Background: an optimization exercise with open tools, aiming at small area and a short achievable clock period. Do not read the settings as production practice. Where RTL was checked, it was by simulation tests only, not by an equivalence proof against the original. Power is estimated from default activity; no workload was simulated.

Setup of run Y:
## fft_16
module fft_16 (
    input                clk,
    input                rst_n,
    input                en,
    input  signed [11:0] sin_re,
    input  signed [11:0] sin_im,
    output signed [11:0] sout_re,
    output signed [11:0] sout_im
);
clock: 11.0 ns
lec_check: 0
abc_clock_period_in_ps: 2500
cap_margin: 20
core_margin: 2
core_utilization: 40
slew_margin: 20
standard.sh (not shown) runs the stock make flow with config.mk's settings and CLKGATE_MAP_FILE= SYNTH_SCRIPT=/design/flow/synth_recipe.tcl, a recipe that flattens the netlist after the stock synthesis.
==> flow/flow/run.sh <==
#!/bin/bash
set -euo pipefail
export SETUP_SLACK_MARGIN=7.25
export SETUP_MOVE_SEQUENCE=unbuffer,sizeup,swap,clone,split
bash standard.sh > make_standard.log 2>&1
diff inputs: run Y => run G
--- a/flow/design.v
+++ b/flow/design.v
@@ -188,31 +188,35 @@
     wire        t1r8, t1i8;
     tf_multi tf1 (.a(d1_re[6]), .b(d1_im[6]), .a3(p3_re), .b3(p3_im),
                   .sel(sel1),
                   .re_s(t1rs), .re_c(t1rc), .re_c8(t1r8),
                   .im_s(t1is), .im_c(t1ic), .im_c8(t1i8));
     wire tw1 = ~count[3] & ~z1 & ok1;
-    wire signed [12:0] s1a_re = (count[3] | z1) ? sx(a1_re) : tw1 ? v1rs : 13'sd0;
-    wire signed [12:0] s1a_im = (count[3] | z1) ? sx(a1_im) : tw1 ? v1is : 13'sd0;
-    wire signed [12:0] s1b_re = count[3] ? sx(sin_re) : tw1 ? v1rc : 13'sd0;
-    wire signed [12:0] s1b_im = count[3] ? sx(sin_im) : tw1 ? v1ic : 13'sd0;
-    wire signed [12:0] s1n_re = s1a_re + s1b_re + (tw1 & v1r8);
-    wire signed [12:0] s1n_im = s1a_im + s1b_im + (tw1 & v1i8);
-    wire signed [12:0] d1a_re = count[3] ? sx(a1_re) : 13'sd0;
-    wire signed [12:0] d1a_im = count[3] ? sx(a1_im) : 13'sd0;
-    wire signed [12:0] d1b_re = sx(sin_re) ^ {13{count[3]}};
-    wire signed [12:0] d1b_im = sx(sin_im) ^ {13{count[3]}};
-    wire signed [12:0] d1n_re = d1a_re + d1b_re + count[3];
-    wire signed [12:0] d1n_im = d1a_im + d1b_im + count[3];
+    wire signed [12:0] add1_re = sx(a1_re) + sx(sin_re);
+    wire signed [12:0] add1_im = sx(a1_im) + sx(sin_im);
+    wire signed [12:0] s1a_re = z1 ? sx(a1_re) : tw1 ? v1rs : 13'sd0;
+    wire signed [12:0] s1a_im = z1 ? sx(a1_im) : tw1 ? v1is : 13'sd0;
+    wire signed [12:0] s1b_re = tw1 ? v1rc : 13'sd0;
+    wire signed [12:0] s1b_im = tw1 ? v1ic : 13'sd0;
+    wire signed [12:0] m1_re = s1a_re + s1b_re + (tw1 & v1r8);
+    wire signed [12:0] m1_im = s1a_im + s1b_im + (tw1 & v1i8);
+    wire signed [12:0] s1n_re = count[3] ? add1_re : m1_re;
+    wire signed [12:0] s1n_im = count[3] ? add1_im : m1_im;
+    wire signed [12:0] d1a_re = count[3] ? ~sx(a1_re) : 13'sd0;
+    wire signed [12:0] d1a_im = count[3] ? ~sx(a1_im) : 13'sd0;
+    wire signed [12:0] d1n_re = d1a_re + sx(sin_re);
+    wire signed [12:0] d1n_im = d1a_im + sx(sin_im);
+    reg d1c;
     always @(posedge clk) begin
         v1rs <= t1rs; v1rc <= t1rc; v1is <= t1is; v1ic <= t1ic;
         v1r8 <= t1r8; v1i8 <= t1i8;
         d1r0_re <= d1n_re;
         d1r0_im <= d1n_im;
-        d1_re[1] <= sat13(d1r0_re);
-        d1_im[1] <= sat13(d1r0_im);
+        d1c <= count[3];
+        d1_re[1] <= sat13(d1r0_re ^ {13{d1c}});
+        d1_im[1] <= sat13(d1r0_im ^ {13{d1c}});
         for (i = 2; i < 8; i = i + 1) begin
             d1_re[i] <= d1_re[i-1];
             d1_im[i] <= d1_im[i-1];
         end
         p3_re <= (d1_re[5] <<< 1) + d1_re[5];
         p3_im <= (d1_im[5] <<< 1) + d1_im[5];
==> notes.md <==
- Run G finished every step from synthesis to the final layout, and the layout passed the timing, DRC and antenna checks.
- Run G against run Y: post-synthesis to final-layout area growth shows no meaningful change, wire length shows an increase of 7.3 mm.
- Compared run G against run Y; count of sequential standard cells within noise.
- In run G, the time the worst path needs with I/O delays and setup came out 0.058 ns below the value in run Y.
- From run Y to run G the numbers moved as follows: final worst-path setup slack now sits higher; worst stage delay on the critical path now sits higher; sequential area share after synthesis now sits lower; number of max-slew violations in the final report now sits at about the same level.
- As of run G, routed length on met3 had risen by a few percent compared to run Y.
- Compared run G vs run Y, and met1 track utilization from global routing is down in run G.
- Compared with run Y, in run G routed length on met2 went up by 16%; cell area grew by about 2.8%.
- Diff run Y -> run G | total power of the final layout | down by a few percent
- Required time of the critical path on run G is down relative to run Y.
Only the layout flow was run in run G; the RTL was not checked for function there.

Setup of main:
Another version of the RTL of fft_16 (not shown whole).
For scale: roughly 4400 cells after synthesis, roughly 700 flip-flops, roughly 51 I/O pins.
// fft_16
module fft_16 (
    input                clk,
    input                rst_n,
    input                en,
    input  signed [11:0] sin_re,
    input  signed [11:0] sin_im,
    output signed [11:0] sout_re,
    output signed [11:0] sout_im
);
clock: 11.0 ns
lec_check: 0
abc_clock_period_in_ps: 2500
cap_margin: 20
core_margin: 2
core_utilization: 40
cts_cluster_diameter: 80
cts_cluster_size: 25
place_density: 0.7
slew_margin: 20
==> flow/flow/run.sh <==
#!/bin/bash
set -euo pipefail
export SETUP_SLACK_MARGIN=7.7
export SETUP_MOVE_SEQUENCE=unbuffer,sizeup,swap,clone,split
bash standard.sh > make_standard.log 2>&1
Per the final summary, main finished and its layout is clean on timing, DRC and antenna.
Setup changes, main to the feature branch
--- a/flow/design.v
+++ b/flow/design.v
@@ -275,60 +275,60 @@
         u2 <= d2_re[1] + d2_im[1];
         v2 <= d2_im[1] - d2_re[1];
         if (!rst_n) begin
             s2_re <= 13'd0; s2_im <= 13'd0;
         end else begin
             s2_re <= s2n_re;
             s2_im <= s2n_im;
         end
     end
     wire signed [11:0] y2_re = sat13(s2_re);
     wire signed [11:0] y2_im = sat13(s2_im);
-    reg signed [12:0] d3r0_re, d3r0_im;
+    reg signed [11:0] d3r0_re, d3r0_im;
     reg signed [11:0] d3_re, d3_im;
     reg signed [12:0] s3_re, s3_im;
     wire signed [11:0] a3_re = ok3 ? d3_re : 12'sd0;
     wire signed [11:0] a3_im = ok3 ? d3_im : 12'sd0;
     wire c1 = count[1], c0 = count[0];
     wire nc1 = ~count[1], nc0 = ~count[0];
     wire signed [12:0] s3a_re = (c1 & c0) ? sx(a3_im) : sx(a3_re);
     wire signed [12:0] s3a_im = (c1 & c0) ? ~sx(a3_re) : sx(a3_im);
     wire signed [12:0] s3n_re = s3a_re + (c1 ? 13'sd0 : sx(y2_re));
     wire signed [12:0] s3n_im = s3a_im + (c1 ? 13'sd0 : sx(y2_im)) + (c1 & c0);
     wire signed [12:0] d3n_re = (c1 ? 13'sd0 : sx(a3_re)) + (sx(y2_re) ^ {13{nc1}}) + nc1;
     wire signed [12:0] d3n_im = (c1 ? 13'sd0 : sx(a3_im)) + (sx(y2_im) ^ {13{nc1}}) + nc1;
     always @(posedge clk) begin
-        d3r0_re <= d3n_re;
-        d3r0_im <= d3n_im;
-        d3_re <= sat13(d3r0_re);
-        d3_im <= sat13(d3r0_im);
+        d3r0_re <= sat13(d3n_re);
+        d3r0_im <= sat13(d3n_im);
+        d3_re <= d3r0_re;
+        d3_im <= d3r0_im;
         if (!rst_n) begin
             s3_re <= 13'd0; s3_im <= 13'd0;
         end else begin
             s3_re <= s3n_re;
             s3_im <= s3n_im;
         end
     end
     wire signed [11:0] y3_re = sat13(s3_re);
     wire signed [11:0] y3_im = sat13(s3_im);
-    reg signed [12:0] d4r_re, d4r_im;
+    reg signed [11:0] d4r_re, d4r_im;
     reg signed [11:0] s4_re, s4_im;
-    wire signed [11:0] a4_re = sat13(d4r_re);
-    wire signed [11:0] a4_im = sat13(d4r_im);
+    wire signed [11:0] a4_re = d4r_re;
+    wire signed [11:0] a4_im = d4r_im;
     wire signed [12:0] s4n_re = sx(a4_re) + (c0 ? 13'sd0 : sx(y3_re));
     wire signed [12:0] s4n_im = sx(a4_im) + (c0 ? 13'sd0 : sx(y3_im));
     wire signed [12:0] d4n_re = (c0 ? 13'sd0 : sx(a4_re)) + (sx(y3_re) ^ {13{nc0}}) + nc0;
     wire signed [12:0] d4n_im = (c0 ? 13'sd0 : sx(a4_im)) + (sx(y3_im) ^ {13{nc0}}) + nc0;
     always @(posedge clk) begin
         if (!rst_n) begin
-            d4r_re <= 13'd0; d4r_im <= 13'd0;
+            d4r_re <= 12'd0; d4r_im <= 12'd0;
             s4_re <= 12'd0;  s4_im <= 12'd0;
         end else begin
-            d4r_re <= d4n_re;
-            d4r_im <= d4n_im;
+            d4r_re <= sat13(d4n_re);
+            d4r_im <= sat13(d4n_im);
             s4_re <= sat13(s4n_re);
             s4_im <= sat13(s4n_im);
         end
     end
     assign sout_re = s4_re;
     assign sout_im = s4_im;
 endmodule
### Flow results
- main: flow completed, timing, DRC and antenna clean
- The feature branch finished end to end and its layout was clean on timing, DRC and antenna.
- Count of unique library cells instantiated by Yosys: the feature branch vs main up 10
- main has a higher total power than the feature branch.
- Between main and the feature branch, the difference in cell area after synthesis is negligible.
- The standard cells in the feature branch occupy more silicon area than those in main do.
- Per the comparison of the feature branch with main, final worst-path cycle share increased by 0.21 points relative to the old numbers, clock-buffer cell count increased by 2 relative to the old numbers.
- The total wire length after detailed routing of the feature branch and that of main are within noise of each other.
- The feature branch against main: data required time at the worst endpoint went up by 0.03 ns, part of the total power dissipated in combinational logic went down by 1.3 points.
- For main, the slowest library cell on the worst path was sky130_fd_sc_hd__fa_1, unlike the feature branch, where it was sky130_fd_sc_hd__nor4b_1.
- Of main and the feature branch, the feature branch shows the higher share of power burned in the clock network, with main below it.
For the feature branch, only the layout was checked, not whether the RTL still works.

re-timing with driven ports:
Ports are ideal in the flow. The routed layouts listed here were re-timed in OpenROAD.
Step 1 sets driving cells, clkbuf_16 on the clock port and buf_2 on the other inputs (assumed; they add their load-dependent delay and slew).
Step 2 adds t to the input delays and takes it off the output delays; t is the mean of the earliest and latest rising clock arrival at the registers after step 1. Input paths then give back, and output paths get back, about the clock's delay inside the block.
a / b / c = no drivers / after step 1 / after step 2; a / b = the first two.
run	t (ns)	slack for setup (ns)	worst hold slack (ns)	worst data-port slew with drivers (ns)
run Y	0.724	7.255 / 7.251 / 6.562	0.323 / 0.323 / 0.323	0.11
run G	0.708	7.313 / 7.244 / 6.697	0.326 / 0.326 / 0.326	0.13
main	0.679	7.604 / 7.604 / 6.962	0.305 / 0.305 / 0.305	0.13
the feature branch	0.682	7.580 / 7.625 / 6.943	0.319 / 0.319 / 0.319	0.12
After both steps setup and hold are still met in every run listed. For run Y, which loses most, drivers alone change the setup slack by -0.004 ns; drivers and shift together by -0.693 ns.
